From an optimization exercise on the open Yosys and OpenROAD flow, aimed at small area and a short achievable clock period; shortcuts taken in it are not production practice. Function was checked by simulation only, so behaviour that the tests miss may differ from the original. No activity file was given, so power comes from the tool's default toggle rates.

Setup of sierra:
## Vcpu32Alu
module Vcpu32Alu (
   input    wire          clk,
   input    wire[0:31]    a,
   input    wire[0:31]    b,
   input    wire[0:7]     ac,
   output   wire[0:31]    r,
   output   wire          c,
   output   wire          n,
   output   wire          z,
   output   wire          err
   );
clock: 5.5 ns
lec_check: 0
cap_margin: 20
core_margin: 2
core_utilization: 60
cts_buf_list: sky130_fd_sc_hd__clkbuf_4 sky130_fd_sc_hd__clkbuf_8
place_density: 0.75
setup_slack_margin: 3.0
slew_margin: 20
standard.sh (not shown) runs the stock make flow with config.mk's settings and CLKGATE_MAP_FILE= SYNTH_SCRIPT=/design/flow/synth_recipe.tcl, a recipe that flattens the netlist after the stock synthesis.
==> flow/flow/run.sh <==
#!/bin/bash
# Layout flow: the standard layout (standard.sh: the standard synthesis script and ORFS steps), with
# two changes:
#  - each input and output port is buffered with a plain sky130_fd_sc_hd__buf_1 (PORT_BUF) rather than
#    the delay buffer that buffer_ports picks by default;
#  - the 4-input multiplexer cells (slow select inputs) are added to the platform's don't-use list
#    (EXTRA_DONT_USE), so synthesis builds the A pre-shift from 2-input multiplexers.
# The whole make output goes to standard_flow.log in the work folder; ORFS's per-step logs are
# under orfs/logs/.
set -euo pipefail
cd "$(dirname "${BASH_SOURCE[0]}")/.."
PORT_BUF=sky130_fd_sc_hd__buf_1
EXTRA_DONT_USE="sky130_fd_sc_hd__mux4_1 sky130_fd_sc_hd__mux4_2 sky130_fd_sc_hd__mux4_4"
export BUFFER_PORTS_ARGS="-buffer_cell ${PORT_BUF}"
# the platform's own don't-use list, as ORFS's make computes it
PLATFORM_DONT_USE=$(make -s -C "$FLOW_HOME" DESIGN_CONFIG="$PWD/config.mk" WORK_HOME="$PWD/orfs" \
  print-DONT_USE_CELLS 2> dont_use_probe.log | sed -n 's/^DONT_USE_CELLS: *//p')
echo "platform don't-use: $PLATFORM_DONT_USE" > dont_use.log
[[ -n "$PLATFORM_DONT_USE" ]]
bash standard.sh "DONT_USE_CELLS=${PLATFORM_DONT_USE} ${EXTRA_DONT_USE}" finish > standard_flow.log 2>&1
Edits applied to the flow inputs when going from sierra to violet:
Settings: PLACE_DENSITY removed (was 0.75).
==> flow/flow/run.sh <==
#!/bin/bash
# Layout flow: the standard layout (standard.sh: the standard flow's synthesis script and the ORFS steps), with
# three changes:
#  - synthesis runs synth_recipe.tcl through flow/synth_abc.tcl, which only swaps the script of the abc
#    technology-mapping step for flow/abc_map.script (area-oriented mapping);
#  - the 4-input multiplexer cells (slow select inputs) are added to the platform's don't-use list
#    (EXTRA_DONT_USE), so synthesis builds the A pre-shift from 2-input multiplexers;
#  - each input and output port is buffered with a plain sky130_fd_sc_hd__buf_1 (PORT_BUF) rather than
#    the delay buffer that buffer_ports picks by default.
# The whole make output goes to standard_flow.log in the work folder; ORFS's per-step logs are
# under orfs/logs/.
set -euo pipefail
cd "$(dirname "${BASH_SOURCE[0]}")/.."
PORT_BUF=sky130_fd_sc_hd__buf_1
EXTRA_DONT_USE="sky130_fd_sc_hd__mux4_1 sky130_fd_sc_hd__mux4_2 sky130_fd_sc_hd__mux4_4"
export BUFFER_PORTS_ARGS="-buffer_cell ${PORT_BUF}"
export FLOW_SYNTH_TCL="$PWD/synth_recipe.tcl"
export FLOW_ABC_SCRIPT="$PWD/flow/abc_map.script"
# the platform's own don't-use list, as ORFS's make computes it
PLATFORM_DONT_USE=$(make -s -C "$FLOW_HOME" DESIGN_CONFIG="$PWD/config.mk" WORK_HOME="$PWD/orfs" \
  print-DONT_USE_CELLS 2> dont_use_probe.log | sed -n 's/^DONT_USE_CELLS: *//p')
echo "platform don't-use: $PLATFORM_DONT_USE" > dont_use.log
[[ -n "$PLATFORM_DONT_USE" ]]
bash standard.sh "DONT_USE_CELLS=${PLATFORM_DONT_USE} ${EXTRA_DONT_USE}" \
  "SYNTH_SCRIPT=$PWD/flow/synth_abc.tcl" finish > standard_flow.log 2>&1
==> flow/flow/abc_map.script (new file) <==
&get -n
&st
&syn3
&dch -f
&nf -R 1000
&put
==> flow/flow/synth_abc.tcl (new file) <==
# The standard flow's synthesis script (synth_recipe.tcl in the work folder, unchanged), with the script of its abc
# mapping step replaced by flow/abc_map.script: a lighter, area-oriented mapping than ORFS's
# abc_speed.script. Nothing else changes: the same passes, registers and names.
proc abc {args} {
  set i [lsearch -exact $args -script]
  if { $i >= 0 } {
    lset args [expr { $i + 1 }] $::env(FLOW_ABC_SCRIPT)
  }
  puts "abc (flow/synth_abc.tcl): script $::env(FLOW_ABC_SCRIPT)"
  yosys abc {*}$args
}
source $::env(FLOW_SYNTH_TCL)
## What came out
From sierra to violet the numbers moved as follows: worst setup slack went down, worst hold margin now sits lower.
Number of standard cells in the layout, taps in and fillers out delta for violet relative to sierra: 4 higher
Post-placement cell area on violet is down relative to sierra.
[violet vs sierra] worst-case reg-to-reg path depth: higher in violet
The inputs of fjord differ from those of violet as listed below.
Settings: a change of SETUP_SLACK_MARGIN from 3.0 to 3.1.
==> flow/flow/run.sh <==
#!/bin/bash
# Layout flow: the standard layout (standard.sh: the standard synthesis script and ORFS steps), with
# two changes:
#  - each input and output port is buffered with a plain sky130_fd_sc_hd__buf_1 (PORT_BUF) rather than
#    the delay buffer that buffer_ports picks by default;
#  - the 4-input multiplexer cells (slow select inputs) are added to the platform's don't-use list
#    (EXTRA_DONT_USE), so synthesis builds the A pre-shift from 2-input multiplexers.
# The whole make output goes to standard_flow.log in the work folder; ORFS's per-step logs are
# under orfs/logs/.
set -euo pipefail
cd "$(dirname "${BASH_SOURCE[0]}")/.."
PORT_BUF=sky130_fd_sc_hd__buf_1
EXTRA_DONT_USE="sky130_fd_sc_hd__mux4_1 sky130_fd_sc_hd__mux4_2 sky130_fd_sc_hd__mux4_4"
export BUFFER_PORTS_ARGS="-buffer_cell ${PORT_BUF}"
# the platform's own don't-use list, as ORFS's make computes it
PLATFORM_DONT_USE=$(make -s -C "$FLOW_HOME" DESIGN_CONFIG="$PWD/config.mk" WORK_HOME="$PWD/orfs" \
  print-DONT_USE_CELLS 2> dont_use_probe.log | sed -n 's/^DONT_USE_CELLS: *//p')
echo "platform don't-use: $PLATFORM_DONT_USE" > dont_use.log
[[ -n "$PLATFORM_DONT_USE" ]]
bash standard.sh "DONT_USE_CELLS=${PLATFORM_DONT_USE} ${EXTRA_DONT_USE}" finish > standard_flow.log 2>&1
removed: flow/flow/abc_map.script
removed: flow/flow/synth_abc.tcl
==> notes.md <==
Detail-routed net length per standard cell (fjord over violet): decrease, 6.7%
For global-route wire length before repair, dividing the value from violet by the value from fjord gives 1.11.
Compared with violet, in fjord number of cells on the worst reg-to-reg path shows a reduction of 9, count of nets after finishing decreased 1.4%.
Edits applied to the flow inputs when going from fjord to quartz:
Settings: CORE_UTILIZATION changed from 60 to 40; SETUP_SLACK_MARGIN changed from 3.1 to 3.5.
--- outcome ---
Summary: maximum clock frequency, quartz worse than fjord
No stage failed in quartz, and the final checks on the layout all came back clean.
Global-route track usage on met3: quartz vs fjord down 0.59 points
quartz ends up with higher period utilization than fjord does.
Compared with fjord, quartz shows a internal power contribution that is 210 uW higher.
Compare fjord and quartz | share of final layout cell area taken by clock buffers and inverters lower: quartz
In quartz relative to fjord, number of fill cells had gone up by more than a quarter.

==> re-timing with driven ports <==
How much do the figures lean on ideal ports? The routed layouts below were timed once more, with nothing changed but the port constraints. Step 1 assumes that a clkbuf_16 drives the clock port and a buf_2 every other input. Step 2 times the ports against the registers' clock, not the clock port: input delays grow and output delays shrink by t, the midpoint of the rising clock arrivals with the driver on. Three values: ideal ports, drivers, drivers and shift; two values: the first two.
| run | shift t [ns] | slack for setup (ns) | worst data-port slew with drivers (ns) |
|---|---|---|---|
| sierra | 0.369 | 3.049 / 3.020 / 2.720 | 0.04 |
| violet | 0.371 | 2.249 / 2.249 / 2.249 | 0.06 |
| fjord | 0.369 | 3.079 / 3.046 / 2.850 | 0.06 |
| quartz | 0.371 | 3.046 / 3.020 / 2.805 | 0.23 |
After both steps setup and hold are still met in every run listed. The setup slack of sierra, which loses most, moves by -0.029 ns with the drivers and by -0.329 ns with both steps.
